From an optimization exercise on the open Yosys and OpenROAD flow, aimed at small area; shortcuts taken in it are not production practice.
In this exercise RTL edits were held to simulation tests only and were not proved equivalent to the original.
Power figures rest on the tool's default switching activity, not on a simulated workload.

--- design/flow/design.v ---
module fifo (
    input clk,
    resetn,
    soft_reset,
    input read_en,
    write_en,
    input lfd_state,
    input [7:0] data_in,
    output reg [7:0] data_out,
    output empty,
    full
);
  reg [143:0] mem;
  reg [4:0] occ;
  reg delay_lfd;
  reg [6:0] count;
  wire rst = ~resetn | soft_reset;
  assign empty = occ[4];
  assign full  = ~occ[4] & (&occ[3:0]);
  wire wr = write_en & ~full;
  wire rd = read_en & ~empty;
  wire [8:0] head = mem[occ[3:0]*9 +: 9];
  always @(posedge clk) begin
    if (rst) delay_lfd <= 1'b0;
    else delay_lfd <= lfd_state;
  end
  always @(posedge clk) begin
    if (rst) occ <= 5'b11111;
    else if (wr & ~rd) occ <= occ + 5'd1;
    else if (rd & ~wr) occ <= occ - 5'd1;
  end
  always @(posedge clk) begin
    if (wr) mem <= {mem[134:0], delay_lfd, data_in};
  end
  wire flag1 = (count == 0) && (data_out != 0);
  always @(posedge clk) begin
    if (rst) data_out <= 8'b0;
    else if (flag1) data_out <= 8'b0;
    else if (rd) data_out <= head[7:0];
  end
  always @(posedge clk) begin
    if (rst) count <= 7'b0;
    else if (rd) begin
      if (head[8]) count <= head[7:2] + 7'b1;
      else if (count != 0) count <= count - 1'b1;
    end
  end
endmodule
module synchronizer (
    input clk,
    resetn,
    read_en_0,
    read_en_1,
    read_en_2,
    full_0,
    full_1,
    full_2,
    empty_0,
    empty_1,
    empty_2,
    detect_add,
    write_en_reg,
    input [1:0] data_in,
    output valid_out_0,
    valid_out_1,
    valid_out_2,
    output reg soft_reset_0,
    output reg soft_reset_1,
    output reg soft_reset_2,
    output reg fifo_full,
    output reg [2:0] write_en
);
  reg [1:0] add;
  reg [4:0] count_fifo_0, count_fifo_1, count_fifo_2;
  always @(posedge clk) begin
    if (~resetn) add <= 2'b00;
    else if (detect_add) add <= data_in;
  end
  always @(*) begin
    case (add)
      2'b00:   write_en = {2'b00, write_en_reg};
      2'b01:   write_en = {1'b0, write_en_reg, 1'b0};
      2'b10:   write_en = {write_en_reg, 2'b00};
      default: write_en = 3'b000;
    endcase
  end
  always @(*) begin
    case (add)
      2'b00:   fifo_full = full_0;
      2'b01:   fifo_full = full_1;
      2'b10:   fifo_full = full_2;
      default: fifo_full = 1'b0;
    endcase
  end
  assign valid_out_0 = ~empty_0;
  assign valid_out_1 = ~empty_1;
  assign valid_out_2 = ~empty_2;
  always @(posedge clk) begin
    if (~resetn) begin
      soft_reset_0 <= 1'b0;
      count_fifo_0 <= 5'd1;
    end else if (~valid_out_0 | read_en_0) count_fifo_0 <= 5'd1;
    else if (count_fifo_0 < 5'd30) begin
      soft_reset_0 <= 1'b0;
      count_fifo_0 <= count_fifo_0 + 5'd1;
    end else begin
      soft_reset_0 <= 1'b1;
      count_fifo_0 <= 5'd1;
    end
  end
  always @(posedge clk) begin
    if (~resetn) begin
      soft_reset_1 <= 1'b0;
      count_fifo_1 <= 5'd1;
    end else if (~valid_out_1 | read_en_1) count_fifo_1 <= 5'd1;
    else if (count_fifo_1 < 5'd30) begin
      soft_reset_1 <= 1'b0;
      count_fifo_1 <= count_fifo_1 + 5'd1;
    end else begin
      soft_reset_1 <= 1'b1;
      count_fifo_1 <= 5'd1;
    end
  end
  always @(posedge clk) begin
    if (~resetn) begin
      soft_reset_2 <= 1'b0;
      count_fifo_2 <= 5'd1;
    end else if (~valid_out_2 | read_en_2) count_fifo_2 <= 5'd1;
    else if (count_fifo_2 < 5'd30) begin
      soft_reset_2 <= 1'b0;
      count_fifo_2 <= count_fifo_2 + 5'd1;
    end else begin
      soft_reset_2 <= 1'b1;
      count_fifo_2 <= 5'd1;
    end
  end
endmodule
module fsm (
    input clk,
    resetn,
    input pkt_valid,
    input parity_done,
    input soft_reset_0,
    soft_reset_1,
    soft_reset_2,
    input fifo_empty_0,
    fifo_empty_1,
    fifo_empty_2,
    input fifo_full,
    input low_pkt_valid,
    input [1:0] data_in,
    output busy,
    output detect_add,
    output ld_state,
    lfd_state,
    laf_state,
    full_state,
    output write_en_reg,
    rst_int_reg
);
  reg [2:0] present_state, next_state;
  reg seen1;   
  localparam DECODE_ADDRESS = 3'b000,
             LOAD_FIRST_DATA = 3'b001,
             LOAD_DATA = 3'b010,
             WAIT_TILL_EMPTY = 3'b011,
             FIFO_FULL_STATE = 3'b100,
             LOAD_AFTER_FULL = 3'b101,
             LOAD_PARITY = 3'b110,
             CHECK_PARITY_ERROR = 3'b111;
  always @(posedge clk) begin
    if (~resetn) seen1 <= 1'b0;
    else if (data_in == 2'b01) seen1 <= 1'b1;
  end
  wire sr_hit = (soft_reset_0 & (data_in == 2'b00)) |
                (soft_reset_1 & (data_in == 2'b01)) |
                (soft_reset_2 & (data_in == 2'b10));
  always @(posedge clk) begin
    if (~resetn | sr_hit) present_state <= DECODE_ADDRESS;
    else present_state <= next_state;
  end
  wire sel_empty = (data_in == 2'b00) ? fifo_empty_0 :
                   (data_in == 2'b01) ? fifo_empty_1 : fifo_empty_2;
  always @(*) begin
    case (present_state)
      DECODE_ADDRESS:
        if (pkt_valid & (data_in != 2'b11))
          next_state = sel_empty ? LOAD_FIRST_DATA : WAIT_TILL_EMPTY;
        else next_state = DECODE_ADDRESS;
      LOAD_FIRST_DATA: next_state = LOAD_DATA;
      LOAD_DATA:
        if (fifo_full) next_state = FIFO_FULL_STATE;
        else if (~pkt_valid) next_state = LOAD_PARITY;
        else next_state = LOAD_DATA;
      WAIT_TILL_EMPTY:
        if (seen1 ? fifo_empty_1 : fifo_empty_0) next_state = LOAD_FIRST_DATA;
        else next_state = WAIT_TILL_EMPTY;
      FIFO_FULL_STATE:
        if (~fifo_full) next_state = LOAD_AFTER_FULL;
        else next_state = FIFO_FULL_STATE;
      LOAD_AFTER_FULL:
        if (parity_done) next_state = DECODE_ADDRESS;
        else if (low_pkt_valid) next_state = LOAD_PARITY;
        else next_state = LOAD_DATA;
      LOAD_PARITY: next_state = CHECK_PARITY_ERROR;
      default:
        if (fifo_full) next_state = FIFO_FULL_STATE;
        else next_state = DECODE_ADDRESS;
    endcase
  end
  assign busy = ~((present_state == LOAD_DATA) | (present_state == DECODE_ADDRESS));
  assign detect_add = (present_state == DECODE_ADDRESS);
  assign lfd_state = (present_state == LOAD_FIRST_DATA);
  assign ld_state = (present_state == LOAD_DATA);
  assign laf_state = (present_state == LOAD_AFTER_FULL);
  assign full_state = (present_state == FIFO_FULL_STATE);
  assign write_en_reg = (present_state == LOAD_DATA) | (present_state == LOAD_PARITY) |
                        (present_state == LOAD_AFTER_FULL);
  assign rst_int_reg = (present_state == CHECK_PARITY_ERROR);
endmodule
module register (
    input clk,
    resetn,
    input pkt_valid,
    input fifo_full,
    input ld_state,
    full_state,
    laf_state,
    lfd_state,
    detect_add,
    rst_int_reg,
    input [7:0] data_in,
    output reg parity_done,
    output reg low_pkt_valid,
    output reg err,
    output reg [7:0] data_out
);
  reg [7:0] fifo_full_state_byte, parity_diff;
  wire parity_load = (ld_state & ~fifo_full & ~pkt_valid) |
                     (laf_state & low_pkt_valid & ~parity_done);
  always @(posedge clk) begin
    if (~resetn | detect_add) parity_done <= 1'b0;
    else if (parity_load) parity_done <= 1'b1;
  end
  always @(posedge clk) begin
    if (~resetn | rst_int_reg) low_pkt_valid <= 1'b0;
    else if (ld_state & ~pkt_valid) low_pkt_valid <= 1'b1;
  end
  always @(posedge clk) begin
    if (detect_add & pkt_valid) data_out <= data_in;
    else if (ld_state & ~fifo_full) data_out <= data_in;
    else if (laf_state) data_out <= fifo_full_state_byte;
  end
  always @(posedge clk) begin
    if (ld_state & fifo_full) fifo_full_state_byte <= data_in;
  end
  always @(posedge clk) begin
    if (~resetn | detect_add) parity_diff <= 8'b0;
    else if (lfd_state & pkt_valid) parity_diff <= parity_diff ^ data_out;
    else if ((ld_state & (pkt_valid | ~fifo_full)) | (laf_state & low_pkt_valid & ~parity_done))
      parity_diff <= parity_diff ^ data_in;
  end
  always @(posedge clk) begin
    if (~resetn) err <= 1'b0;
    else if (parity_done) err <= |parity_diff;
  end
endmodule
module router_top(
    input clk,resetn,
    input read_en_0,read_en_1,read_en_2,
    input pkt_valid,
    input [7:0]data_in,
    output [7:0]data_out_0,data_out_1,data_out_2,
    output valid_out_0,valid_out_1,valid_out_2,
    output err,busy
    );
    wire wire_soft_reset_0, wire_soft_reset_1, wire_soft_reset_2;
    wire [2:0]wire_write_en;
    wire [7:0]wire_register_data_out;
    wire wire_lfd_state;
    wire wire_empty_0,wire_empty_1,wire_empty_2;
    wire wire_full_0,wire_full_1,wire_full_2;
    wire wire_fifo_full;
    wire wire_parity_done;
    wire wire_detect_add;
    wire wire_write_en_reg;
    wire wire_low_pkt_valid;
    wire wire_ld_state,wire_full_state,wire_laf_state;
    wire wire_rst_int_reg;
    fifo fifo_0 (
        .clk(clk),
        .resetn(resetn),
        .soft_reset(wire_soft_reset_0),
        .read_en(read_en_0),
        .write_en(wire_write_en[0]),
        .lfd_state(wire_lfd_state),
        .data_in(wire_register_data_out),
        .data_out(data_out_0),
        .empty(wire_empty_0),
        .full(wire_full_0)
    );
    fifo fifo_1 (
        .clk(clk),
        .resetn(resetn),
        .soft_reset(wire_soft_reset_1),
        .read_en(read_en_1),
        .write_en(wire_write_en[1]),
        .lfd_state(wire_lfd_state),
        .data_in(wire_register_data_out),
        .data_out(data_out_1),
        .empty(wire_empty_1),
        .full(wire_full_1)
    );
    fifo fifo_2 (
        .clk(clk),
        .resetn(resetn),
        .soft_reset(wire_soft_reset_2),
        .read_en(read_en_2),
        .write_en(wire_write_en[2]),
        .lfd_state(wire_lfd_state),
        .data_in(wire_register_data_out),
        .data_out(data_out_2),
        .empty(wire_empty_2),
        .full(wire_full_2)
    );
    synchronizer sync (
        .clk(clk),
        .resetn(resetn),
        .read_en_0(read_en_0),
        .read_en_1(read_en_1),
        .read_en_2(read_en_2),
        .full_0(wire_full_0),
        .full_1(wire_full_1),
        .full_2(wire_full_2),
        .empty_0(wire_empty_0),
        .empty_1(wire_empty_1),
        .empty_2(wire_empty_2),
        .detect_add(wire_detect_add),
        .write_en_reg(wire_write_en_reg),
        .data_in(data_in[1:0]),
        .valid_out_0(valid_out_0),
        .valid_out_1(valid_out_1),
        .valid_out_2(valid_out_2),
        .soft_reset_0(wire_soft_reset_0),
        .soft_reset_1(wire_soft_reset_1),
        .soft_reset_2(wire_soft_reset_2),
        .fifo_full(wire_fifo_full),
        .write_en(wire_write_en)
    ); 
        fsm fsm_ (
            .clk(clk),
            .resetn(resetn),
            .pkt_valid(pkt_valid),
            .parity_done(wire_parity_done),
            .soft_reset_0(wire_soft_reset_0),
            .soft_reset_1(wire_soft_reset_1),
            .soft_reset_2(wire_soft_reset_2),
            .fifo_empty_0(wire_empty_0),
            .fifo_empty_1(wire_empty_1),
            .fifo_empty_2(wire_empty_2),
            .fifo_full(wire_fifo_full),
            .low_pkt_valid(wire_low_pkt_valid),
            .data_in(data_in[1:0]),
            .busy(busy),
            .detect_add(wire_detect_add),
            .lfd_state(wire_lfd_state),
            .ld_state(wire_ld_state),
            .laf_state(wire_laf_state),
            .full_state(wire_full_state),
            .write_en_reg(wire_write_en_reg),
            .rst_int_reg(wire_rst_int_reg)
        );
    register regi (
        .clk(clk),
        .resetn(resetn),
        .pkt_valid(pkt_valid),
        .fifo_full(wire_fifo_full),
        .ld_state(wire_ld_state),
        .full_state(wire_full_state),
        .laf_state(wire_laf_state),
        .lfd_state(wire_lfd_state),
        .detect_add(wire_detect_add),
        .rst_int_reg(wire_rst_int_reg),
        .data_in(data_in),
        .parity_done(wire_parity_done),
        .low_pkt_valid(wire_low_pkt_valid),
        .err(err),
        .data_out(wire_register_data_out)
    );
endmodule
--- design/flow/run.sh ---
#!/bin/bash
# synth_recipe.tcl (not shown) runs the flow's synth.tcl, then flattens the netlist and writes it again
# the make line also repeats each setting of config.mk as NAME=value (left out here)
make -C /OpenROAD-flow-scripts/flow DESIGN_CONFIG=/design/flow/config.mk WORK_HOME=/design/flow/orfs CLKGATE_MAP_FILE= SYNTH_SCRIPT=/design/flow/synth_recipe.tcl finish
--- design/flow/config.mk ---
export PLATFORM = sky130hd
export DESIGN_NAME = router_top
export DESIGN_NICKNAME = router_top
export VERILOG_FILES = /design/flow/design.v
export SDC_FILE = /design/flow/constraint.sdc
export NUM_CORES = 4
export LEC_CHECK = 0
export CAP_MARGIN = 20
export CORE_MARGIN = 2
export CORE_UTILIZATION = 40
export SLEW_MARGIN = 20
--- design/flow/constraint.sdc ---
create_clock -name core_clock -period 5.0 [get_ports {clk}]
set_input_delay 1.0000 -clock core_clock [delete_from_list [all_inputs] [get_ports {clk}]]
set_output_delay 1.0000 -clock core_clock [all_outputs]
set_load 0.01 [all_outputs]
==> reports/metrics.cfg, run 1 <==
[timing]
drv_slew = 0
worstMarginPinSlew_ns = 0.984
setup_viol_count_final = 0
fmax_mhz = 297
fin_ws_ns = 1.64
rsz0062_at_grt = false
period_share_pct = 67.3
finalCriticalPeriod_ns = 3.36
relSlewSlack_pct = 34.4
finalClockSkew_ns = 0.0443
hold_violations = 0
hold_slack_ns = 0.405

[job]
maxCapViolations = 0

[clock_tree]
clock-sinks = 546
clk_path_buf_depth = 3
cts.clk_slew.worst_paths_ns = 0.06
post_cts_buffers = 0
h-tree-depth = 2
clock_latency_ns = 0.63
cts_tree = done
cts_root_buf = clkbuf_16
numCtsBuffers = 57
cts-hold-fix-buffers = 0
ctsResizeCount = 0

[power]
seqPwrFrac_pct = 50.0
p_clk_share_pct = 39.4
ir_drop_mv = 0.317
intPower_mw = 8.36
power.leakage_nw = 8.44
power_mw = 11.0
power.density_nw_per_um2 = 434
p_comb_share_pct = 10.5
switchingPower_mw = 2.65
netSwitchingFraction_pct = 24.1

[critical_path]
crit_required_ns = 5.23
cp-startpoint = fsm_.present_state[0]
r2r_cells = 5
r2r_start = fsm_.present_state[0]
rrSetupSlack_ns = 1.64
worst-setup-path-type = flip-flop to flip-flop
cp.arrival_ns = 3.59
path_max_fanout = 81
r2r-end = fifo_1.mem[41]
cp-endpoint = fifo_1.mem[41]
startpoint_type = flip-flop
endpoint_kind = flip-flop

[placed_design]
place_area_um2 = 23400
dpl_worst_slack_ns = 1.23
io_buffer_count = 42
gp_congestion = 0.815
hpwl_mm = 26.0

[global_routing]
grt_max_degree = 145
antenna_found_initial = 1
grt_pass1_vias = 11500
grt_pass1_wl_mm = 66.0
grt_overflow_total = 0
grtUsageTotal_pct = 14.8

[drt]
wirelength_mm = 41.8
drt_iter0_drc = 1026
wire_per_inst_um = 19.7
firstDrtPassIters = 5
via_per_inst = 5.43
drc = 0
vias = 11500
antenna_left = 0

[cells_and_area]
synthToLayoutAreaGrowth_pct = 14.7
nets = 1415
layout_commonest_cell = edfxtp_1
final_cell_mix = edfxtp_1 (448), mux4_2 (117), nand2_1 (108)
post-route-util_pct = 46.3
drive_above_1_share_pct = 19.9
diodes = 0
finalInstanceArea_um2 = 25400

[die]
boundaryPins = 43
die-area_um2 = 57200
initial_core_util_pct = 40.3
core-area_um2 = 54900
row_count = 86
die-height_um = 239
die_width_um = 239

[yosys]
syn_nets = 1347
synth_largest_area_cell = edfxtp_1
synth_mux_area_share_pct = 14.5
synthXorXnorAreaFrac_pct = 1.70
synthArstFlopShare_pct = 0
synthSimpleGateAreaFrac_pct = 6.03
seq_area_frac_synth_pct = 69.7
yosys_warnings = 4
yosys-top-cells-area = edfxtp_1 (61%), mux4_2 (12%), dfxtp_1 (8.9%)
synth_compound_area_share_pct = 4.32
synth_fa_ha_area_share_pct = 1.69
synth_edf_count = 448
synth_cell_types = 67
synth_top_family_by_area = multiplexers
syn_inst = 1305
ys.flop_type = edfxtp_1
syn_area_per_cell_um2 = 17.0
syn_area_um2 = 22100
ys_ff_latch = 546
yosysTopAreaCellShare_pct = 60.8

[status]
status = complete, no violations

[min_path]
hp-class = flip-flop to flip-flop

[flip-flops by register name, summed over array words and instances, names as in the netlist, 5 cells and up]
name	cells
sync.count_fifo_0	5
fifo_0.mem	144
fifo_0.count	7
fifo_1.mem	144
fifo_2.occ	5
sync.count_fifo_2	5
fifo_2.mem	144
sync.count_fifo_1	5
fifo_1.count	7
regi.data_out	8
fifo_1.data_out	8
regi.parity_diff	8
fifo_1.occ	5
fifo_2.data_out	8
fifo_0.occ	5
fifo_2.count	7
regi.fifo_full_state_byte	8
fifo_0.data_out	8
[cell usage after synthesis (4+ instances only)]
cell type and n:
nor4b_1 4, or3_1 4, nor2_1 65, ha_1 25, inv_1 34, mux4_1 9, clkbuf_1 25, or4_1 4
mux2i_1 19, a21o_1 6, edfxtp_1 448, and2_1 5, o21a_1 4, nand3_1 30, xor2_1 21, buf_2 12
mux4_2 117, nand2_1 109, dfxtp_1 98, buf_4 4, o21ai_0 24, buf_6 9, xnor2_1 22, o211ai_1 4
nor2b_1 16, o22ai_1 5, a31oi_1 10, o21ai_1 7, nor4_1 9, nand4_1 11, a22oi_1 11, nor3_1 7
a21oi_1 64, mux2_2 11, nand2b_1 5
[cell families (layout without fill, tap and decap cells)]
group           Yosys count  count (layout)
buf+inv                  91             208
xor+xnor                 43              43
compound gates          156             156
fa+ha+maj                28              28
simple gates            284             284
mux                     157             157
flops                   546             546
[area by class of cell]
| cell class | count | area, um2 |
|---|---|---|
| multi-input combinational | 668 | 6380 |
| fill | 4676 | 29500 |
| clock inverter | 31 | 340 |
| timing repair buffer | 64 | 602 |
| clock buffer | 77 | 1620 |
| sequential | 546 | 15400 |
| tap | 704 | 881 |
| inverter | 36 | 135 |
[routing by layer]
metal / up-vias / global-route usage, % / wire, um
met5: - / 0 / 16
met4: 2 / 4.36 / 935
met3: 69 / 2.97 / 2110
met2: 282 / 21.5 / 18100
met1: 5924 / 22.6 / 20600
li1: 5269 / - / -
[power by group through the flow]
| stage | clock [mW] | combinational [mW] | sequential (mW) |
|---|---|---|---|
| after floorplan | 0 | 0.964 | 5.51 |
| after global placement | 0 | 1.15 | 5.59 |
| after detailed placement | 0 | 1.17 | 5.60 |
| after CTS | 4.48 | 1.18 | 5.51 |
| after global routing | 4.65 | 1.28 | 5.54 |
| final | 4.34 | 1.16 | 5.51 |
[critical path, cell delays in order, from the launching register on]
cell and delay, ns:
dfxtp_1 0.53, nor2b_4 0.30, a21oi_4 0.12, nor4b_4 0.38, buf_4 0.70, buf_4 0.89
[worst min path at each step]
stage | start | to | slack (ns) | cells after the start
6_report | fifo_0.delay_lfd | fifo_0.mem[8] | 0.41 | 0
5_1_grt | fifo_2.delay_lfd | fifo_2.mem[8] | 0.42 | 0
3_3_place_gp | fifo_2.delay_lfd | fifo_2.mem[8] | 0.39 | 0
4_1_cts | fifo_0.delay_lfd | fifo_0.mem[8] | 0.41 | 0
2_1_floorplan | fifo_0.delay_lfd | fifo_0.mem[8] | 0.39 | 0
3_5_place_dp | fifo_0.delay_lfd | fifo_0.mem[8] | 0.39 | 0
[per-stage QoR]
| step | std cells | setup TNS (ns) |
|---|---|---|
| CTS | 2126 | 0 |
| detailed placement | 2018 | 0 |
| global placement | 2018 | 0 |
| global route | 2126 | 0 |
| finish | 2126 | 0 |
| floorplan | 1305 | -278.20 |
==> inputs of run 2 (changes only) <==
--- a/design/flow/design.v
+++ b/design/flow/design.v
@@ -14,5 +14,6 @@
   reg [4:0] occ;
   reg delay_lfd;
-  reg [6:0] count;
+  reg count_zero;
+  reg [5:0] count_m1;
   wire rst = ~resetn | soft_reset;
   assign empty = occ[4];
@@ -33,5 +34,5 @@
     if (wr) mem <= {mem[134:0], delay_lfd, data_in};
   end
-  wire flag1 = (count == 0) && (data_out != 0);
+  wire flag1 = count_zero & (|data_out);
   always @(posedge clk) begin
     if (rst) data_out <= 8'b0;
@@ -40,8 +41,13 @@
   end
   always @(posedge clk) begin
-    if (rst) count <= 7'b0;
+    if (rst) count_zero <= 1'b1;
     else if (rd) begin
-      if (head[8]) count <= head[7:2] + 7'b1;
-      else if (count != 0) count <= count - 1'b1;
+      if (head[8]) begin
+        count_zero <= 1'b0;
+        count_m1 <= head[7:2];
+      end else if (~count_zero) begin
+        if (count_m1 == 6'd0) count_zero <= 1'b1;
+        else count_m1 <= count_m1 - 6'd1;
+      end
     end
   end
@@ -72,5 +78,6 @@
 );
   reg [1:0] add;
-  reg [4:0] count_fifo_0, count_fifo_1, count_fifo_2;
+  reg [4:0] timer_0, timer_1, timer_2;
+  localparam [4:0] T_START = 5'd1, T_END = 5'd8;
   always @(posedge clk) begin
     if (~resetn) add <= 2'b00;
@@ -99,12 +106,12 @@
     if (~resetn) begin
       soft_reset_0 <= 1'b0;
-      count_fifo_0 <= 5'd1;
-    end else if (~valid_out_0 | read_en_0) count_fifo_0 <= 5'd1;
-    else if (count_fifo_0 < 5'd30) begin
+      timer_0 <= T_START;
+    end else if (~valid_out_0 | read_en_0) timer_0 <= T_START;
+    else if (timer_0 != T_END) begin
       soft_reset_0 <= 1'b0;
-      count_fifo_0 <= count_fifo_0 + 5'd1;
+      timer_0 <= {timer_0[3:0], timer_0[4] ^ timer_0[2]};
     end else begin
       soft_reset_0 <= 1'b1;
-      count_fifo_0 <= 5'd1;
+      timer_0 <= T_START;
     end
   end
@@ -112,12 +119,12 @@
     if (~resetn) begin
       soft_reset_1 <= 1'b0;
-      count_fifo_1 <= 5'd1;
-    end else if (~valid_out_1 | read_en_1) count_fifo_1 <= 5'd1;
-    else if (count_fifo_1 < 5'd30) begin
+      timer_1 <= T_START;
+    end else if (~valid_out_1 | read_en_1) timer_1 <= T_START;
+    else if (timer_1 != T_END) begin
       soft_reset_1 <= 1'b0;
-      count_fifo_1 <= count_fifo_1 + 5'd1;
+      timer_1 <= {timer_1[3:0], timer_1[4] ^ timer_1[2]};
     end else begin
       soft_reset_1 <= 1'b1;
-      count_fifo_1 <= 5'd1;
+      timer_1 <= T_START;
     end
   end
@@ -125,12 +132,12 @@
     if (~resetn) begin
       soft_reset_2 <= 1'b0;
-      count_fifo_2 <= 5'd1;
-    end else if (~valid_out_2 | read_en_2) count_fifo_2 <= 5'd1;
-    else if (count_fifo_2 < 5'd30) begin
+      timer_2 <= T_START;
+    end else if (~valid_out_2 | read_en_2) timer_2 <= T_START;
+    else if (timer_2 != T_END) begin
       soft_reset_2 <= 1'b0;
-      count_fifo_2 <= count_fifo_2 + 5'd1;
+      timer_2 <= {timer_2[3:0], timer_2[4] ^ timer_2[2]};
     end else begin
       soft_reset_2 <= 1'b1;
-      count_fifo_2 <= 5'd1;
+      timer_2 <= T_START;
     end
   end
@@ -248,14 +255,13 @@
   end
   always @(posedge clk) begin
-    if (detect_add & pkt_valid) data_out <= data_in;
-    else if (ld_state & ~fifo_full) data_out <= data_in;
+    if (detect_add | (ld_state & ~fifo_full)) data_out <= data_in;
     else if (laf_state) data_out <= fifo_full_state_byte;
   end
   always @(posedge clk) begin
-    if (ld_state & fifo_full) fifo_full_state_byte <= data_in;
+    if (ld_state) fifo_full_state_byte <= data_in;
   end
   always @(posedge clk) begin
-    if (~resetn | detect_add) parity_diff <= 8'b0;
-    else if (lfd_state & pkt_valid) parity_diff <= parity_diff ^ data_out;
+    if (detect_add) parity_diff <= data_in;
+    else if (lfd_state & ~pkt_valid) parity_diff <= 8'b0;
     else if ((ld_state & (pkt_valid | ~fifo_full)) | (laf_state & low_pkt_valid & ~parity_done))
       parity_diff <= parity_diff ^ data_in;
--- a/design/flow/config.mk
+++ b/design/flow/config.mk
@@ -9,3 +9,4 @@
 export CORE_MARGIN = 2
 export CORE_UTILIZATION = 40
+export CTS_BUF_LIST = sky130_fd_sc_hd__clkbuf_4
 export SLEW_MARGIN = 20
==> reports/metrics.cfg, run 2 <==
[job]
maxCapViolations = 0  ; unchanged

[critical_path]
rrSetupSlack_ns = 1.89  ; was 1.64 ns
cp-startpoint = fsm_.present_state[0]  ; unchanged
path_max_fanout = 11  ; was 81
crit_required_ns = 4.00  ; was 5.23 ns
r2r-end = fifo_2.mem[118]  ; was fifo_1.mem[41]
r2r_start = fsm_.present_state[1]  ; was fsm_.present_state[0]
worst-setup-path-type = flip-flop to output pin  ; was flip-flop to flip-flop
endpoint_kind = output pin  ; was flip-flop
cp-endpoint = busy  ; was fifo_1.mem[41]
startpoint_type = flip-flop  ; unchanged
r2r_cells = 6  ; was 5
cp.arrival_ns = 2.33  ; was 3.59 ns

[cells_and_area]
multiInputGateArea_um2 = 5820  ; was 6380 um2
synthToLayoutAreaGrowth_pct = 14.9  ; was 14.7%
post-route-util_pct = 46.4  ; was 46.3%
finalInstanceArea_um2 = 25000  ; was 25400 um2
seq_area_um2 = 15700  ; was 15400 um2
layout_commonest_cell = edfxtp_1  ; unchanged
fillCellCount = 4661  ; was 4676
drive_above_1_share_pct = 28.8  ; was 19.9%
fin_cells = 2149  ; was 2126
reg_top3 = fifo_0.mem (144), fifo_1.mem (144), fifo_2.mem (144)  ; unchanged
final_cell_mix = edfxtp_1 (474), clkbuf_4 (231), mux4_2 (84)  ; was edfxtp_1 (448), mux4_2 (117), nand2_1 (108)
nets = 1380  ; was 1415

[yosys]
synth.most_common_cell = edfxtp_1  ; unchanged
syn_area_um2 = 21800  ; was 22100 um2
ys_ff_latch = 546  ; unchanged
yosysTopAreaCellShare_pct = 65.4  ; was 60.8%
synthArstFlopShare_pct = 0  ; unchanged
synth_cell_types = 61  ; was 67
synthSimpleGateAreaFrac_pct = 4.85  ; was 6.03%
yosys_warnings = 4  ; unchanged
synth_mux_area_share_pct = 12.8  ; was 14.5%
synth_largest_area_cell = edfxtp_1  ; unchanged
seq_area_frac_synth_pct = 72.1  ; was 69.7%
netlist_top_cells_count = edfxtp_1 (474), mux4_2 (84), nand2_1 (82)  ; was edfxtp_1 (448), mux4_2 (117), nand2_1 (109)
syn_inst = 1182  ; was 1305
synthXorXnorAreaFrac_pct = 1.37  ; was 1.70%
synth_edf_count = 474  ; was 448
synth_fa_ha_area_share_pct = 1.37  ; was 1.69%
synth_compound_area_share_pct = 5.74  ; was 4.32%
synth_top_family_by_area = multiplexers  ; unchanged
syn_area_per_cell_um2 = 18.4  ; was 17.0 um2
ys.flop_type = edfxtp_1  ; unchanged
syn_nets = 1218  ; was 1347
yosys-top-cells-area = edfxtp_1 (65%), mux4_2 (8.7%), dfxtp_1 (6.6%)  ; was edfxtp_1 (61%), mux4_2 (12%), dfxtp_1 (8.9%)

[placed_design]
io_buffer_count = 42  ; unchanged
dp.cells = 1893  ; was 2018
gp_congestion = 0.789  ; was 0.815
hpwl_mm = 24.4  ; was 26.0 mm
dpl_worst_slack_ns = 1.27  ; was 1.23 ns
place_area_um2 = 23100  ; was 23400 um2

[global_routing]
grt_overflow_total = 0  ; unchanged
antenna_found_initial = 1  ; unchanged
grt_max_degree = 145  ; unchanged
grt_pass1_vias = 11600  ; was 11500
grtUsageTotal_pct = 14.9  ; was 14.8%
grt_pass1_wl_mm = 64.8  ; was 66.0 mm

[clock_tree]
ctsResizeCount = 0  ; unchanged
cts_root_buf = clkbuf_4  ; was clkbuf_16
h-tree-depth = 4  ; was 2
numCtsBuffers = 145  ; was 57
clock-sinks = 546  ; unchanged
clock_latency_ns = 0.92  ; was 0.63 ns
post_cts_buffers = 0  ; unchanged
clk_path_buf_depth = 3  ; unchanged
cts_tree = done  ; unchanged
cts.clk_slew.worst_paths_ns = 0.06  ; about the same
cts-hold-fix-buffers = 0  ; unchanged

[drt]
firstDrtPassIters = 5  ; unchanged
drc = 0  ; unchanged
vias = 11200  ; was 11500
antenna_left = 0  ; unchanged
wire_per_inst_um = 18.9  ; was 19.7 um
wirelength_mm = 40.6  ; was 41.8 mm
via_per_inst = 5.22  ; was 5.43
drt_iter0_drc = 985  ; was 1026

[timing]
drv_slew = 0  ; unchanged
period_share_pct = 66.7  ; was 67.3%
hold_slack_ns = 0.403  ; was 0.405 ns
finalSetupTns_ns = 0  ; unchanged
worstMarginPinSlew_ns = 1.09  ; was 0.984 ns
fmax_mhz = 300  ; was 297 MHz
rsz0062_at_grt = false  ; unchanged
relSlewSlack_pct = 27.1  ; was 34.4%
hold_violations = 0  ; unchanged
fin_ws_ns = 1.67  ; was 1.64 ns
finalCriticalPeriod_ns = 3.33  ; was 3.36 ns
finalClockSkew_ns = 0.0418  ; was 0.0443 ns
setup_viol_count_final = 0  ; unchanged

[die]
die_width_um = 237  ; was 239 um
initial_core_util_pct = 40.4  ; was 40.3%
core-area_um2 = 53800  ; was 54900 um2
boundaryPins = 43  ; unchanged
die-height_um = 237  ; was 239 um
die-area_um2 = 56300  ; was 57200 um2
row_count = 85  ; was 86

[power]
ir_drop_mv = 0.176  ; was 0.317 mV
intPower_mw = 7.98  ; was 8.36 mW
power.leakage_nw = 8.58  ; was 8.44 nW
p_clk_share_pct = 38.4  ; was 39.4%
seqPwrFrac_pct = 52.7  ; was 50.0%
switchingPower_mw = 2.52  ; was 2.65 mW
power_mw = 10.5  ; was 11.0 mW
p_comb_share_pct = 9.0  ; was 10.5%
power.density_nw_per_um2 = 420  ; was 434 nW/um2
netSwitchingFraction_pct = 24.0  ; was 24.1%

[min_path]
hp-class = flip-flop to flip-flop  ; unchanged

[status]
status = complete, no violations  ; unchanged

-- run 2: changes by cell type after synthesis, sizes merged, moves of 24 or more --
cell    change
a21oi      -40
nand2      -28
dfxtp      -26
edfxtp     +26
nand3      -26
a22o       +24
-- run 2: worst min-delay path by stage --
stage | from | to | slack [ns] | cells after the start
after global routing | fifo_2.mem[45] | fifo_2.mem[54] | 0.42 | 0
after floorplan | fifo_0.delay_lfd | fifo_0.mem[8] | 0.39 | 0
after global placement | fifo_1.delay_lfd | fifo_1.mem[8] | 0.39 | 0
after detailed placement | fifo_0.delay_lfd | fifo_0.mem[8] | 0.39 | 0
final | fifo_1.delay_lfd | fifo_1.mem[8] | 0.40 | 0
after CTS | fifo_0.delay_lfd | fifo_0.mem[8] | 0.40 | 0
-- run 2: cells by family after synthesis --
group / after synthesis
flip-flops: 546
AND/OR/NAND/NOR: 225
AO/OA/AOI/OAI: 152
multiplexers: 130
buffers and inverters: 73
XOR/XNOR: 34
adder cells (fa/ha/maj): 22
-- run 2: critical path, cell delays in order, from the launching register on --
cell and delay [ns]:
dfxtp_1 0.53, nor2_1 0.17, inv_1 0.17, clkdlybuf4s50_1 0.56
-- run 2: layer usage --
layer / GRT usage [%] / part of all wire [%]
met5: 0 / 0
met4: 6.25 / 1.8
met3: 4.92 / 5.4
met2: 21.2 / 45
met1: 21.2 / 47
-- run 2: layout make-up --
cell class | count | share of cell area, %
antenna | 1 | 0.0100
clock buffer | 231 | 6.94
clock inverter | 24 | 0.701
inverter | 21 | 0.335
multi-input combinational | 563 | 23.3
sequential | 546 | 62.8
tap | 696 | 3.48
timing repair buffer | 67 | 2.50
-- run 2: power by group through the flow --
| stage | Sequential (mW) | Clock (mW) | Combinational (mW) |
|---|---|---|---|
| floorplan | 5.54 | 0 | 0.768 |
| global placement | 5.62 | 0 | 0.940 |
| detailed placement | 5.63 | 0 | 0.954 |
| CTS | 5.53 | 4.20 | 0.956 |
| global route | 5.56 | 4.45 | 1.03 |
| finish | 5.53 | 4.03 | 0.940 |
==> inputs of run 3 (changes only) <==
--- a/design/flow/config.mk
+++ b/design/flow/config.mk
@@ -9,4 +9,5 @@
 export CORE_MARGIN = 2
 export CORE_UTILIZATION = 40
-export CTS_BUF_LIST = sky130_fd_sc_hd__clkbuf_4
+export CTS_BUF_LIST = sky130_fd_sc_hd__clkbuf_8
+export CTS_CLUSTER_SIZE = 24
 export SLEW_MARGIN = 20
==> reports/metrics.cfg, run 3 <==
[yosys]
yosys-top-cells-area = edfxtp_1 (65%), mux4_2 (8.7%), dfxtp_1 (6.6%)  ; unchanged
synth_cell_types = 61  ; unchanged
ys.flop_type = edfxtp_1  ; unchanged
yosys_warnings = 4  ; unchanged
yosysTopAreaCellShare_pct = 65.4  ; unchanged
seq_area_frac_synth_pct = 72.1  ; unchanged
netlist_top_cells_count = edfxtp_1 (474), mux4_2 (84), nand2_1 (82)  ; unchanged
synth_largest_area_cell = edfxtp_1  ; unchanged
synth_edf_count = 474  ; unchanged
synth.most_common_cell = edfxtp_1  ; unchanged
ys_ff_latch = 546  ; unchanged
syn_inst = 1182  ; unchanged
syn_area_per_cell_um2 = 18.4  ; unchanged
syn_nets = 1218  ; unchanged
syn_area_um2 = 21800  ; unchanged
synthArstFlopShare_pct = 0  ; unchanged

[timing]
hold_violations = 0  ; unchanged
worstMarginPinSlew_ns = 1.02  ; was 1.09 ns
fmax_mhz = 317  ; was 300 MHz
finalClockSkew_ns = 0.0240  ; was 0.0418 ns
relSlewSlack_pct = 32.1  ; was 27.1%
rsz0062_at_grt = false  ; unchanged
period_share_pct = 63.2  ; was 66.7%
drv_slew = 0  ; unchanged
setup_viol_count_final = 0  ; unchanged
finalCriticalPeriod_ns = 3.16  ; was 3.33 ns

[status]
status = complete, no violations  ; unchanged

[drt]
wirelength_mm = 40.0  ; was 40.6 mm
antenna_left = 0  ; unchanged
wire_per_inst_um = 19.4  ; was 18.9 um
vias = 10900  ; was 11200
via_per_inst = 5.30  ; was 5.22
drt_iter0_drc = 1002  ; was 985
firstDrtPassIters = 8  ; was 5
drc = 0  ; unchanged

[global_routing]
grt_overflow_total = 0  ; unchanged
antenna_found_initial = 1  ; unchanged
grt_max_degree = 145  ; unchanged
grtUsageTotal_pct = 14.5  ; was 14.9%
grt_pass1_wl_mm = 63.4  ; was 64.8 mm
grt_pass1_vias = 11100  ; was 11600

[critical_path]
crit_chain = clkdlybuf4s50_1 -> nor2b_1 -> inv_1 -> ha_1 -> inv_2 -> ha_4 -> nor2b_1 -> o21a_1 -> or3_1 -> a21oi_2 -> mux2i_1  ; was nor2_1 -> inv_1 -> clkdlybuf4s50_1
r2r_cells = 6  ; unchanged
crit_path_top_delay_cell = clkdlybuf4s50_1  ; unchanged
crit_buf_inv = 3  ; was 2
path_max_fanout = 5  ; was 11
endpoint_kind = flip-flop  ; was output pin
path_depth = 11  ; was 3
rrSetupSlack_ns = 1.93  ; was 1.89 ns
critPathMaxStageDelay_ns = 0.56  ; about the same
path_delay_family = simple AND/OR/NAND/NOR gates  ; was buffers and inverters
cp.arrival_ns = 3.73  ; was 2.33 ns
startpoint_type = input port  ; was flip-flop
crit_top_cell = nor2b_1
crit_required_ns = 5.57  ; was 4.00 ns
worst-setup-path-type = input port to flip-flop  ; was flip-flop to output pin

[die]
die-area_um2 = 56300  ; unchanged
initial_core_util_pct = 40.4  ; unchanged
die_width_um = 237  ; unchanged
boundaryPins = 43  ; unchanged
row_count = 85  ; unchanged
die-height_um = 237  ; unchanged
core-area_um2 = 53800  ; unchanged

[cells_and_area]
synthToLayoutAreaGrowth_pct = 13.7  ; was 14.9%
layout_commonest_cell = edfxtp_1  ; unchanged
reg_top3 = fifo_0.mem (144), fifo_1.mem (144), fifo_2.mem (144)  ; unchanged
fillCellCount = 4633  ; was 4661
final_cell_mix = edfxtp_1 (474), clkbuf_8 (101), mux4_2 (84)  ; was edfxtp_1 (474), clkbuf_4 (231), mux4_2 (84)
fin_cells = 2058  ; was 2149
drive_above_1_share_pct = 21.2  ; was 28.8%
nets = 1325  ; was 1380

[clock_tree]
ctsResizeCount = 0  ; unchanged
cts-hold-fix-buffers = 0  ; unchanged
clk_path_buf_depth = 3  ; unchanged
cts_root_buf = clkbuf_8  ; was clkbuf_4
clock_latency_ns = 0.64  ; was 0.92 ns
h-tree-depth = 3  ; was 4
clock-sinks = 546  ; unchanged
post_cts_buffers = 0  ; unchanged
cts_tree = done  ; unchanged
cts.clk_slew.worst_paths_ns = 0.06  ; about the same
numCtsBuffers = 90  ; was 145

[power]
power.leakage_nw = 8.39  ; was 8.58 nW
ir_drop_mv = 0.204  ; was 0.176 mV
power_mw = 10.0  ; was 10.5 mW
power.density_nw_per_um2 = 406  ; was 420 nW/um2

[min_path]
hp-class = flip-flop to flip-flop  ; unchanged
whs_path_depth = 0  ; unchanged

[placed_design]
dp.cells = 1893  ; unchanged
io_buffer_count = 42  ; unchanged
hpwl_mm = 24.4  ; unchanged
gp_congestion = 0.789  ; unchanged

[job]
maxCapViolations = 0  ; unchanged

## run 3: cell counts after synthesis
No cell type changed its count.
## run 3: per-layer routing
metal	part of all wire [%]	track usage [%]	wire (um)
met1	47	21.3	18800
met2	44	20.8	17800
met3	5.8	3.36	2340
met4	2.6	5.74	1030
met5	0	0	0
## run 3: layout make-up
class	instances	area, um2	area share, %
sequential	546	15700	63.4
multi-input combinational	563	5820	23.5
clock buffer	101	1390	5.62
tap	696	871	3.52
timing repair buffer	67	624	2.52
clock inverter	63	260	1.05
inverter	21	83.8	0.339
antenna	1	2.50	0.0101
## run 3: final timing paths
path	to	from
worst max-delay path	fifo_2.occ[4]	read_en_2
worst min-delay path	fifo_0.mem[8]	fifo_0.delay_lfd
worst max register to register	fifo_2.mem[133]	fsm_.present_state[1]
worst min register to register	fifo_0.mem[8]	fifo_0.delay_lfd
## run 3: cells by family (layout without fill, tap and decap cells)
logic type      count (synthesis)  in the layout  synth area share [%]
flops                         546            546                  72.1
simple gates                  225            225                  4.85
compound gates                152            152                  5.74
mux                           130            130                  12.8
buf+inv                        73            252                  1.81
xor+xnor                       34             34                  1.37
fa+ha+maj                      22             22                  1.37
other cells                     0              1                     0
## run 3: where the power goes
group | switching (mW) | internal, mW | leakage (nW) | total (mW)
Clock | 1.72 | 1.84 | 0.972 | 3.56
Combinational | 0.530 | 0.410 | 2.52 | 0.940
Sequential | 0.198 | 5.33 | 4.89 | 5.53
Total | 2.45 | 7.59 | 8.39 | 10.0
## run 3: metrics by stage
step / cell area [um2] / setup TNS [ns] / setup slack [ns] / hold WS, ns / util [%]
after floorplan: 21900 / -134.95 / -2.22 / 0.386 / -
after global placement: 23100 / 0 / 1.33 / 0.390 / 42.9
after detailed placement: 23100 / 0 / 1.27 / 0.389 / 42.9
after CTS: 24700 / 0 / 1.83 / 0.405 / 45.9
after global routing: 24700 / 0 / 1.67 / 0.429 / 46.0
final: 24700 / 0 / 1.84 / 0.405 / 46.0
==> inputs of run 4 (changes only) <==
--- a/design/flow/config.mk
+++ b/design/flow/config.mk
@@ -9,5 +9,6 @@
 export CORE_MARGIN = 2
 export CORE_UTILIZATION = 40
-export CTS_BUF_LIST = sky130_fd_sc_hd__clkbuf_8
-export CTS_CLUSTER_SIZE = 24
+export CTS_BUF_LIST = sky130_fd_sc_hd__clkbuf_16
+export CTS_CLUSTER_DIAMETER = 70
+export CTS_CLUSTER_SIZE = 30
 export SLEW_MARGIN = 20
==> reports/metrics.cfg, run 4 <==
[yosys]
yosys-top-cells-area = edfxtp_1 (65%), mux4_2 (8.7%), dfxtp_1 (6.6%)  ; unchanged
netlist_top_cells_count = edfxtp_1 (474), mux4_2 (84), nand2_1 (82)  ; unchanged
syn_area_per_cell_um2 = 18.4  ; unchanged
synth_cell_types = 61  ; unchanged
synthXorXnorAreaFrac_pct = 1.37  ; unchanged
synthArstFlopShare_pct = 0  ; unchanged
synth_edf_count = 474  ; unchanged
synth_compound_area_share_pct = 5.74  ; unchanged
syn_nets = 1218  ; unchanged
ys.flop_type = edfxtp_1  ; unchanged
yosysTopAreaCellShare_pct = 65.4  ; unchanged
syn_area_um2 = 21800  ; unchanged
synth_mux_area_share_pct = 12.8  ; unchanged
syn_inst = 1182  ; unchanged
synth_largest_area_cell = edfxtp_1  ; unchanged
yosys_warnings = 4  ; unchanged
synth_fa_ha_area_share_pct = 1.37  ; unchanged
synth.most_common_cell = edfxtp_1  ; unchanged
ys_ff_latch = 546  ; unchanged
seq_area_frac_synth_pct = 72.1  ; unchanged
synthSimpleGateAreaFrac_pct = 4.85  ; unchanged
synth_top_family_by_area = multiplexers  ; unchanged

[cells_and_area]
synthToLayoutAreaGrowth_pct = 11.4  ; was 13.7%
seq_area_um2 = 15700  ; unchanged
final_cell_mix = edfxtp_1 (474), mux4_2 (84), nand2_1 (82)  ; was edfxtp_1 (474), clkbuf_8 (101), mux4_2 (84)
post-route-util_pct = 45.0  ; was 46.0%
diodes = 0  ; was 1
reg_top3 = fifo_0.mem (144), fifo_1.mem (144), fifo_2.mem (144)  ; unchanged
fillCellCount = 4601  ; was 4633
nets = 1266  ; was 1325
drive_above_1_share_pct = 18.3  ; was 21.2%
layout_commonest_cell = edfxtp_1  ; unchanged
multiInputGateArea_um2 = 5820  ; about the same
fin_cells = 1950  ; was 2058

[timing]
finalClockSkew_ns = 0.0312  ; was 0.0240 ns
relSlewSlack_pct = 22.3  ; was 32.1%
setup_viol_count_final = 0  ; unchanged
rsz0062_at_grt = false  ; unchanged
finalSetupTns_ns = 0  ; unchanged
finalCriticalPeriod_ns = 3.13  ; was 3.16 ns
hold_slack_ns = 0.409  ; was 0.405 ns
drv_slew = 0  ; unchanged
period_share_pct = 62.6  ; was 63.2%
worstMarginPinSlew_ns = 1.16  ; was 1.02 ns
fmax_mhz = 319  ; was 317 MHz
hold_violations = 0  ; unchanged

[die]
die-area_um2 = 56300  ; unchanged
die_width_um = 237  ; unchanged
row_count = 85  ; unchanged
boundaryPins = 43  ; unchanged
die-height_um = 237  ; unchanged
initial_core_util_pct = 40.4  ; unchanged
core-area_um2 = 53800  ; unchanged

[placed_design]
dp.cells = 1893  ; unchanged
hpwl_mm = 24.4  ; unchanged
io_buffer_count = 42  ; unchanged
gp_congestion = 0.789  ; unchanged

[drt]
wire_per_inst_um = 19.9  ; was 19.4 um
drc = 0  ; unchanged
via_per_inst = 5.38  ; was 5.30
firstDrtPassIters = 4  ; was 8
antenna_left = 0  ; unchanged
vias = 10500  ; was 10900
wirelength_mm = 38.8  ; was 40.0 mm
drt_iter0_drc = 1032  ; was 1002

[critical_path]
crit_path_top_delay_cell = buf_4  ; was clkdlybuf4s50_1
crit_top_cell = buf_4  ; was nor2b_1
cp.arrival_ns = 3.36  ; was 3.73 ns
cp-startpoint = fsm_.present_state[1]  ; was read_en_2
worst-setup-path-type = flip-flop to flip-flop  ; was input port to flip-flop
endpoint_kind = flip-flop  ; unchanged
r2r_start = fsm_.present_state[1]  ; unchanged
crit_required_ns = 5.23  ; was 5.57 ns
startpoint_type = flip-flop  ; was input port
crit_chain = inv_6 -> nor2_2 -> nor2_4 -> nor3_4 -> buf_4 -> buf_4  ; was clkdlybuf4s50_1 -> nor2b_1 -> inv_1 -> ha_1 -> inv_2 -> ha_4 -> nor2b_1 -> o21a_1 -> or3_1 -> a21oi_2 -> mux2i_1
crit_buf_inv = 3  ; unchanged
path_delay_family = buffers and inverters  ; was simple AND/OR/NAND/NOR gates
path_max_fanout = 81  ; was 5
critPathMaxStageDelay_ns = 0.88  ; was 0.56 ns

[min_path]
hp-class = flip-flop to flip-flop  ; unchanged
worstHoldStart = fifo_1.delay_lfd  ; was fifo_0.delay_lfd

[power]
power.leakage_nw = 7.97  ; was 8.39 nW
p_clk_share_pct = 31.9  ; was 35.5%
switchingPower_mw = 2.39  ; was 2.45 mW
p_comb_share_pct = 9.9  ; was 9.4%
power_mw = 9.48  ; was 10.0 mW
netSwitchingFraction_pct = 25.2  ; was 24.4%
ir_drop_mv = 0.222  ; was 0.204 mV
intPower_mw = 7.09  ; was 7.59 mW
power.density_nw_per_um2 = 391  ; was 406 nW/um2
seqPwrFrac_pct = 58.2  ; was 55.1%

[clock_tree]
h-tree-depth = 1  ; was 3
cts_root_buf = clkbuf_16  ; was clkbuf_8
cts_tree = done  ; unchanged
numCtsBuffers = 31  ; was 90
cts.clk_slew.worst_paths_ns = 0.10  ; was 0.06 ns
cts-hold-fix-buffers = 0  ; unchanged
clk_path_buf_depth = 3  ; unchanged
clock-sinks = 546  ; unchanged
ctsResizeCount = 0  ; unchanged
clock_latency_ns = 0.61  ; was 0.64 ns
post_cts_buffers = 0  ; unchanged

[job]
maxCapViolations = 0  ; unchanged

[global_routing]
grt_pass1_vias = 10600  ; was 11100
grtUsageTotal_pct = 13.8  ; was 14.5%
antenna_found_initial = 0  ; was 1
grt_max_degree = 145  ; unchanged
grt_overflow_total = 0  ; unchanged
grt_pass1_wl_mm = 61.7  ; was 63.4 mm

[status]
status = complete, no violations  ; unchanged

[run 4: cell counts after synthesis]
No cell type changed its count.
[run 4: per-stage QoR]
stage	setup slack (ns)	cell area (um2)
floorplan	-2.22	21900
global placement	1.33	23100
detailed placement	1.27	23100
CTS	1.78	24200
global route	1.61	24200
finish	1.87	24200
[run 4: final cells by class]
cell class	instances	share of cell area, %
clock buffer	31	3.20
sequential	546	64.7
clock inverter	26	1.58
inverter	21	0.346
multi-input combinational	563	24.0
tap	696	3.59
timing repair buffer	67	2.58
[run 4: logic make-up (layout without fill, tap and decap cells)]
group,Yosys count,count (layout)
simple gates,225,225
compound gates,152,152
mux,130,130
fa+ha+maj,22,22
flops,546,546
xor+xnor,34,34
buf+inv,73,145
[run 4: worst paths after layout]
kind                    end  slack (ns)  cells past startpoint
max reg2reg  fifo_2.mem[77]        1.87                      6
max          fifo_2.mem[77]        1.87                      6
min reg2reg   fifo_1.mem[8]        0.41                      0
min           fifo_1.mem[8]        0.41                      0
[run 4: per-layer routing]
layer / global-route usage, % / share of wire (%) / vias up
met4: 3.60 / 2.0 / 0
met1: 21.2 / 48 / 5412
met3: 1.99 / 4.2 / 53
met5: 0 / 0 / -
li1: - / - / 4838
met2: 20.8 / 45 / 192
[run 4: worst register-to-register path, stage by stage (launching register included)]
cell and delay [ns]:
dfxtp_1 0.58, inv_6 0.08, nor2_2 0.19, nor2_4 0.10, nor3_4 0.15, buf_4 0.66
buf_4 0.89
[run 4: power groups by stage]
| stage | Sequential (mW) | Clock [mW] | Combinational (mW) |
|---|---|---|---|
| floorplan | 5.54 | 0 | 0.768 |
| global placement | 5.62 | 0 | 0.940 |
| detailed placement | 5.63 | 0 | 0.954 |
| CTS | 5.53 | 3.12 | 0.958 |
| global route | 5.56 | 3.28 | 1.03 |
| finish | 5.52 | 3.02 | 0.939 |
==> inputs of run 5 (changes only) <==
--- a/design/flow/config.mk
+++ b/design/flow/config.mk
@@ -10,5 +10,5 @@
 export CORE_UTILIZATION = 40
 export CTS_BUF_LIST = sky130_fd_sc_hd__clkbuf_16
-export CTS_CLUSTER_DIAMETER = 70
-export CTS_CLUSTER_SIZE = 30
+export CTS_CLUSTER_DIAMETER = 100
+export CTS_CLUSTER_SIZE = 25
 export SLEW_MARGIN = 20
==> reports/metrics.cfg, run 5 <==
[status]
status = complete, no violations  ; unchanged

[global_routing]
grtUsageMet1_pct = 21.4  ; was 21.2%
grt_pass1_wl_mm = 61.2  ; was 61.7 mm
grt.met2_usage_pct = 20.7  ; was 20.8%
grtUsageTotal_pct = 13.7  ; was 13.8%
met3_usage_pct = 1.79  ; was 1.99%
grt_overflow_total = 0  ; unchanged
grt_max_degree = 145  ; unchanged
gr-max-usage-layer = met1  ; unchanged
antenna_found_initial = 0  ; unchanged
grt_pass1_vias = 10500  ; was 10600

[yosys]
yosysTopAreaCellShare_pct = 65.4  ; unchanged
synthArstFlopShare_pct = 0  ; unchanged
yosys-top-cells-area = edfxtp_1 (65%), mux4_2 (8.7%), dfxtp_1 (6.6%)  ; unchanged
syn_nets = 1218  ; unchanged
seq_area_frac_synth_pct = 72.1  ; unchanged
syn_area_per_cell_um2 = 18.4  ; unchanged
ys_ff_latch = 546  ; unchanged
yosys_warnings = 4  ; unchanged
syn_inst = 1182  ; unchanged
synth_largest_area_cell = edfxtp_1  ; unchanged
ys.flop_type = edfxtp_1  ; unchanged
synth_edf_count = 474  ; unchanged
synth.most_common_cell = edfxtp_1  ; unchanged
syn_area_um2 = 21800  ; unchanged
netlist_top_cells_count = edfxtp_1 (474), mux4_2 (84), nand2_1 (82)  ; unchanged
synth_cell_types = 61  ; unchanged

[cells_and_area]
diodes = 0  ; unchanged
reg_top3 = fifo_0.mem (144), fifo_1.mem (144), fifo_2.mem (144)  ; unchanged
drive_above_1_share_pct = 16.5  ; was 18.3%
finalInstanceArea_um2 = 23900  ; was 24200 um2
fin_cells = 1941  ; was 1950
final_cell_mix = edfxtp_1 (474), mux4_2 (84), nand2_1 (82)  ; unchanged
layout_commonest_cell = edfxtp_1  ; unchanged
nets = 1261  ; was 1266
synthToLayoutAreaGrowth_pct = 9.82  ; was 11.4%

[clock_tree]
numCtsBuffers = 26  ; was 31
post_cts_buffers = 0  ; unchanged
h-tree-depth = 1  ; unchanged
cts_root_buf = clkbuf_16  ; unchanged
cts-hold-fix-buffers = 0  ; unchanged
clock-sinks = 546  ; unchanged
clock_latency_ns = 0.58  ; was 0.61 ns
clk_path_buf_depth = 3  ; unchanged
cts.clk_slew.worst_paths_ns = 0.10  ; about the same
ctsResizeCount = 0  ; unchanged
cts_tree = done  ; unchanged

[placed_design]
gp_congestion = 0.789  ; unchanged
io_buffer_count = 42  ; unchanged
dpl_worst_slack_ns = 1.27  ; unchanged
dp.cells = 1893  ; unchanged
hpwl_mm = 24.4  ; unchanged
place_area_um2 = 23100  ; unchanged

[timing]
finalCriticalPeriod_ns = 3.18  ; was 3.13 ns
fin_ws_ns = 1.82  ; was 1.87 ns
hold_slack_ns = 0.415  ; was 0.409 ns
drv_slew = 0  ; unchanged
rsz0062_at_grt = false  ; unchanged
hold_violations = 0  ; unchanged
period_share_pct = 63.5  ; was 62.6%
worstMarginPinSlew_ns = 1.09  ; was 1.16 ns
relSlewSlack_pct = 27.0  ; was 22.3%
fmax_mhz = 315  ; was 319 MHz
setup_viol_count_final = 0  ; unchanged
finalClockSkew_ns = 0.0201  ; was 0.0312 ns

[drt]
wire_per_inst_um = 19.9  ; about the same
via_per_inst = 5.36  ; was 5.38
antenna_left = 0  ; unchanged
drt_iter0_drc = 924  ; was 1032
wirelength_mm = 38.6  ; was 38.8 mm
firstDrtPassIters = 4  ; unchanged
drc = 0  ; unchanged
vias = 10400  ; was 10500

[critical_path]
path_max_fanout = 5  ; was 81
crit_required_ns = 5.50  ; was 5.23 ns
worst-setup-path-type = input port to flip-flop  ; was flip-flop to flip-flop
cp.arrival_ns = 3.68  ; was 3.36 ns
endpoint_kind = flip-flop  ; unchanged
startpoint_type = input port  ; was flip-flop

[die]
initial_core_util_pct = 40.4  ; unchanged
core-area_um2 = 53800  ; unchanged
row_count = 85  ; unchanged
boundaryPins = 43  ; unchanged
die-area_um2 = 56300  ; unchanged
die_width_um = 237  ; unchanged
die-height_um = 237  ; unchanged

[power]
power.density_nw_per_um2 = 372  ; was 391 nW/um2
intPower_mw = 6.79  ; was 7.09 mW
power.leakage_nw = 7.87  ; was 7.97 nW
p_comb_share_pct = 10.6  ; was 9.9%
ir_drop_mv = 0.249  ; was 0.222 mV
p_clk_share_pct = 27.4  ; was 31.9%
power_mw = 8.89  ; was 9.48 mW
netSwitchingFraction_pct = 23.6  ; was 25.2%
switchingPower_mw = 2.10  ; was 2.39 mW
seqPwrFrac_pct = 62.1  ; was 58.2%

[job]
maxCapViolations = 0  ; unchanged

[min_path]
hp-class = flip-flop to flip-flop  ; unchanged

run 5: final cells by class:
| type | instances | area (um2) |
|---|---|---|
| Sequential cell | 546 | 15700 |
| Timing Repair Buffer | 67 | 624 |
| Inverter | 21 | 83.8 |
| Multi-Input combinational cell | 563 | 5820 |
| Fill cell | 4634 | 29900 |
| Clock buffer | 29 | 726 |
| Clock inverter | 19 | 85.1 |
| Tap cell | 696 | 871 |
run 5: logic make-up (layout without fill, tap and decap cells):
| family | Yosys count | count (layout) | synth area share (%) |
|---|---|---|---|
| and+or+nand+nor | 225 | 225 | 4.85 |
| DFF | 546 | 546 | 72.1 |
| AOI/OAI and AO/OA | 152 | 152 | 5.74 |
| xor gates and xnor gates | 34 | 34 | 1.37 |
| muxes | 130 | 130 | 12.8 |
| buffers and inverters | 73 | 136 | 1.81 |
| adders and majority gates | 22 | 22 | 1.37 |
run 5: path summary, 6_finish.rpt:
kind | start | end | slack, ns | cells past startpoint
worst min register to register | fifo_0.delay_lfd | fifo_0.mem[8] | 0.42 | 0
worst max-delay path | read_en_2 | fifo_2.occ[4] | 1.82 | 11
worst min-delay path | fifo_0.delay_lfd | fifo_0.mem[8] | 0.42 | 0
worst max register to register | fsm_.present_state[1] | fifo_2.mem[118] | 1.94 | 6
run 5: power groups by stage:
stage | Clock (mW) | Combinational (mW) | Sequential (mW)
2_1_floorplan | 0 | 0.768 | 5.54
4_1_cts | 2.53 | 0.956 | 5.53
3_3_place_gp | 0 | 0.940 | 5.62
5_1_grt | 2.69 | 1.03 | 5.56
6_report | 2.43 | 0.939 | 5.52
3_5_place_dp | 0 | 0.954 | 5.63
run 5: worst max-delay path, cell delays in order:
cell and delay [ns]:
clkdlybuf4s50_1 0.58, nor2b_1 0.39, inv_1 0.09, ha_1 0.25
inv_2 0.15, ha_4 0.22, nor2b_1 0.12, o21a_1 0.17
or3_1 0.38, a21oi_2 0.14, mux2i_1 0.18
run 5: through the flow:
stage	util [%]	setup TNS [ns]
floorplan	-	-134.95
global placement	42.9	0
detailed placement	42.9	0
CTS	44.4	0
global route	44.4	0
finish	44.4	0
run 5: layer usage:
| metal | wire length, um | vias up |
|---|---|---|
| li1 | - | 4811 |
| met1 | 19100 | 5378 |
| met2 | 17500 | 180 |
| met3 | 1600 | 29 |
| met4 | 417 | 0 |
| met5 | 0 | - |
==> inputs of run 6 (changes only) <==
--- a/design/flow/config.mk
+++ b/design/flow/config.mk
@@ -8,7 +8,8 @@
 export CAP_MARGIN = 20
 export CORE_MARGIN = 2
-export CORE_UTILIZATION = 40
+export CORE_UTILIZATION = 65
 export CTS_BUF_LIST = sky130_fd_sc_hd__clkbuf_16
 export CTS_CLUSTER_DIAMETER = 100
 export CTS_CLUSTER_SIZE = 25
+export PLACE_DENSITY = 0.75
 export SLEW_MARGIN = 20
==> reports/metrics.cfg, run 6 <==
[placed_design]
io_buffer_count = 42  ; unchanged
hpwl_mm = 23.6  ; was 24.4 mm
dpl_worst_slack_ns = 1.38  ; was 1.27 ns
gp_congestion = 0.841  ; was 0.789

[clock_tree]
h-tree-depth = 1  ; unchanged
clock_latency_ns = 0.56  ; was 0.58 ns
cts_root_buf = clkbuf_16  ; unchanged
cts.clk_slew.worst_paths_ns = 0.10  ; about the same
cts-hold-fix-buffers = 0  ; unchanged
clk_path_buf_depth = 3  ; unchanged
post_cts_buffers = 0  ; unchanged
numCtsBuffers = 25  ; was 26
cts_tree = done  ; unchanged
ctsResizeCount = 0  ; unchanged
clock-sinks = 546  ; unchanged

[min_path]
hp-class = flip-flop to flip-flop  ; unchanged
worstHoldStart = fifo_1.delay_lfd  ; was fifo_0.delay_lfd

[drt]
via_per_inst = 6.23  ; was 5.36
antenna_left = 0  ; unchanged
wire_per_inst_um = 21.9  ; was 19.9 um
vias = 10500  ; was 10400
drt_iter0_drc = 1025  ; was 924
drc = 0  ; unchanged
wirelength_mm = 36.9  ; was 38.6 mm
firstDrtPassIters = 7  ; was 4

[die]
row_count = 66  ; was 85
core-area_um2 = 32800  ; was 53800 um2
initial_core_util_pct = 66.3  ; was 40.4%
die_width_um = 187  ; was 237 um
die-height_um = 187  ; was 237 um
die-area_um2 = 34900  ; was 56300 um2
boundaryPins = 43  ; unchanged

[critical_path]
crit_required_ns = 5.18  ; was 5.50 ns
endpoint_kind = flip-flop  ; unchanged
path_max_fanout = 83  ; was 5
cp.arrival_ns = 3.40  ; was 3.68 ns
worst-setup-path-type = flip-flop to flip-flop  ; was input port to flip-flop
r2r_start = fsm_.present_state[1]  ; unchanged
critPathMaxStageDelay_ns = 0.90  ; was 0.58 ns
startpoint_type = flip-flop  ; was input port
path_delay_family = buffers and inverters  ; was simple AND/OR/NAND/NOR gates
crit_top_cell = buf_4  ; was nor2b_1
crit_chain = inv_6 -> nor2_2 -> nor2_4 -> nor3_4 -> buf_4 -> buf_4  ; was clkdlybuf4s50_1 -> nor2b_1 -> inv_1 -> ha_1 -> inv_2 -> ha_4 -> nor2b_1 -> o21a_1 -> or3_1 -> a21oi_2 -> mux2i_1
crit_path_top_delay_cell = buf_4  ; was clkdlybuf4s50_1
cp-startpoint = fsm_.present_state[1]  ; was read_en_2
crit_buf_inv = 3  ; unchanged

[timing]
worstMarginPinSlew_ns = 1.04  ; was 1.09 ns
setup_viol_count_final = 0  ; unchanged
fmax_mhz = 310  ; was 315 MHz
period_share_pct = 64.4  ; was 63.5%
finalCriticalPeriod_ns = 3.22  ; was 3.18 ns
finalClockSkew_ns = 0.0169  ; was 0.0201 ns
hold_slack_ns = 0.416  ; was 0.415 ns
rsz0062_at_grt = false  ; unchanged
drv_slew = 0  ; unchanged
fin_ws_ns = 1.78  ; was 1.82 ns
hold_violations = 0  ; unchanged
relSlewSlack_pct = 30.4  ; was 27.0%

[yosys]
netlist_top_cells_count = edfxtp_1 (474), mux4_2 (84), nand2_1 (82)  ; unchanged
synth.most_common_cell = edfxtp_1  ; unchanged
synth_largest_area_cell = edfxtp_1  ; unchanged
yosys_warnings = 4  ; unchanged
syn_nets = 1218  ; unchanged
yosys-top-cells-area = edfxtp_1 (65%), mux4_2 (8.7%), dfxtp_1 (6.6%)  ; unchanged
syn_area_per_cell_um2 = 18.4  ; unchanged
synth_cell_types = 61  ; unchanged
seq_area_frac_synth_pct = 72.1  ; unchanged
syn_area_um2 = 21800  ; unchanged
syn_inst = 1182  ; unchanged
ys_ff_latch = 546  ; unchanged
ys.flop_type = edfxtp_1  ; unchanged
synth_edf_count = 474  ; unchanged
synthArstFlopShare_pct = 0  ; unchanged
yosysTopAreaCellShare_pct = 65.4  ; unchanged

[cells_and_area]
diodes = 0  ; unchanged
multiInputGateArea_um2 = 5820  ; unchanged
drive_above_1_share_pct = 15.9  ; was 16.5%
synthToLayoutAreaGrowth_pct = 7.83  ; was 9.82%
fillCellCount = 2027  ; was 4634
nets = 1257  ; was 1261
reg_top3 = fifo_0.mem (144), fifo_1.mem (144), fifo_2.mem (144)  ; unchanged
layout_commonest_cell = edfxtp_1  ; unchanged
seq_area_um2 = 15700  ; unchanged
final_cell_mix = edfxtp_1 (474), mux4_2 (84), nand2_1 (82)  ; unchanged

[global_routing]
antenna_found_initial = 1  ; was 0
grt_pass1_wl_mm = 58.7  ; was 61.2 mm
grt_max_degree = 145  ; unchanged
grt_overflow_total = 0  ; unchanged
grt_pass1_vias = 10300  ; was 10500
grtUsageTotal_pct = 21.3  ; was 13.7%

[job]
maxCapViolations = 0  ; unchanged

[power]
power.density_nw_per_um2 = 370  ; was 372 nW/um2
ir_drop_mv = 0.272  ; was 0.249 mV
power.leakage_nw = 7.82  ; was 7.87 nW

[status]
status = complete, no violations  ; unchanged

==> run 6: cell count changes in the layout (fill, tap and decap cells not counted) <==
cell / delta
buf_4: -2
buf_6: -1
clkbuf_16: -3
clkinv_1: -1
clkinv_2: -1
inv_1: +3
inv_12: -1
==> run 6: final cells by class <==
class	instances	area share, %
sequential	546	66.9
inverter	21	0.357
clock buffer	26	2.77
clock inverter	19	0.304
timing repair buffer	64	2.55
tap	442	2.36
multi-input combinational	563	24.8
==> run 6: final timing paths <==
path | end | slack (ns) | cells past startpoint
setup / recovery | fifo_2.mem[124] | 1.78 | 6
setup reg to reg | fifo_2.mem[124] | 1.78 | 6
hold reg to reg | fifo_1.mem[8] | 0.42 | 0
hold / removal | fifo_1.mem[8] | 0.42 | 0
==> run 6: layer usage <==
metal / routed length [um] / global-route usage, % / part of all wire [%]
met5: 0 / 0 / 0
met4: 410 / 3.36 / 1.1
met3: 1650 / 2.46 / 4.5
met2: 17200 / 32.2 / 47
met1: 17600 / 34.7 / 48
==> run 6: where the power goes <==
part           internal, mW  total [mW]  switching (mW)
registers              5.32        5.53           0.209
clock network         0.949        2.25            1.30
logic                 0.403       0.912           0.509
total                  6.67        8.69            2.01
==> run 6: logic make-up (layout without fill, tap and decap cells) <==
logic type,Yosys count,in the layout,synth area share (%)
multiplexers,130,130,12.8
buffers and inverters,73,130,1.81
XOR/XNOR,34,34,1.37
flip-flops,546,546,72.1
AND/OR/NAND/NOR,225,225,4.85
AO/OA/AOI/OAI,152,152,5.74
adder cells (fa/ha/maj),22,22,1.37
==> run 6: per-stage QoR <==
| stage | total power, mW | instance area (um2) | instances | setup TNS [ns] | utilization (%) |
|---|---|---|---|---|---|
| floorplan | 6.31 | 21900 | 1182 | -134.95 | - |
| global placement | 6.53 | 22700 | 1636 | 0 | 69.3 |
| detailed placement | 6.55 | 22700 | 1636 | 0 | 69.3 |
| CTS | 8.77 | 23500 | 1681 | 0 | 71.5 |
| global route | 9.03 | 23500 | 1681 | 0 | 71.5 |
| finish | 8.69 | 23500 | 1681 | 0 | 71.5 |

separate check: timing with driven ports:
The results above use ideal ports. As a check the final layouts listed here were re-extracted and re-timed, cells and wires unchanged. Step 1 sets driving cells, clkbuf_16 on the clock port and buf_2 on the other inputs (assumed; they add their load-dependent delay and slew). Step 2 moves the port delays by t, midway between the first and last clock arrival at a register: inputs arrive t later, outputs are due t later. That takes back most of the time a late clock gives input paths. Slacks: ideal ports / drivers / drivers and shift; pairs: ideal ports / drivers.
| run | shift t [ns] | slack for setup (ns) | worst hold slack (ns) | worst slew at a driven data input, ns |
|---|---|---|---|---|
| run 1 | 0.661 | 1.637 / 1.637 / 1.181 | 0.405 / 0.405 / 0.405 | 0.08 |
| run 2 | 0.948 | 1.666 / 1.618 / 1.231 | 0.403 / 0.403 / 0.403 | 0.04 |
| run 3 | 0.680 | 1.842 / 1.860 / 1.186 | 0.405 / 0.405 / 0.405 | 0.04 |
| run 4 | 0.651 | 1.868 / 1.868 / 1.246 | 0.409 / 0.409 / 0.409 | 0.04 |
| run 5 | 0.624 | 1.824 / 1.852 / 1.228 | 0.415 / 0.415 / 0.415 | 0.04 |
| run 6 | 0.601 | 1.779 / 1.779 / 1.336 | 0.416 / 0.416 / 0.416 | 0.04 |
After both steps every run listed still meets setup and hold. The setup slack of run 3, which loses most, moves by +0.018 ns with the drivers and by -0.656 ns with both steps.
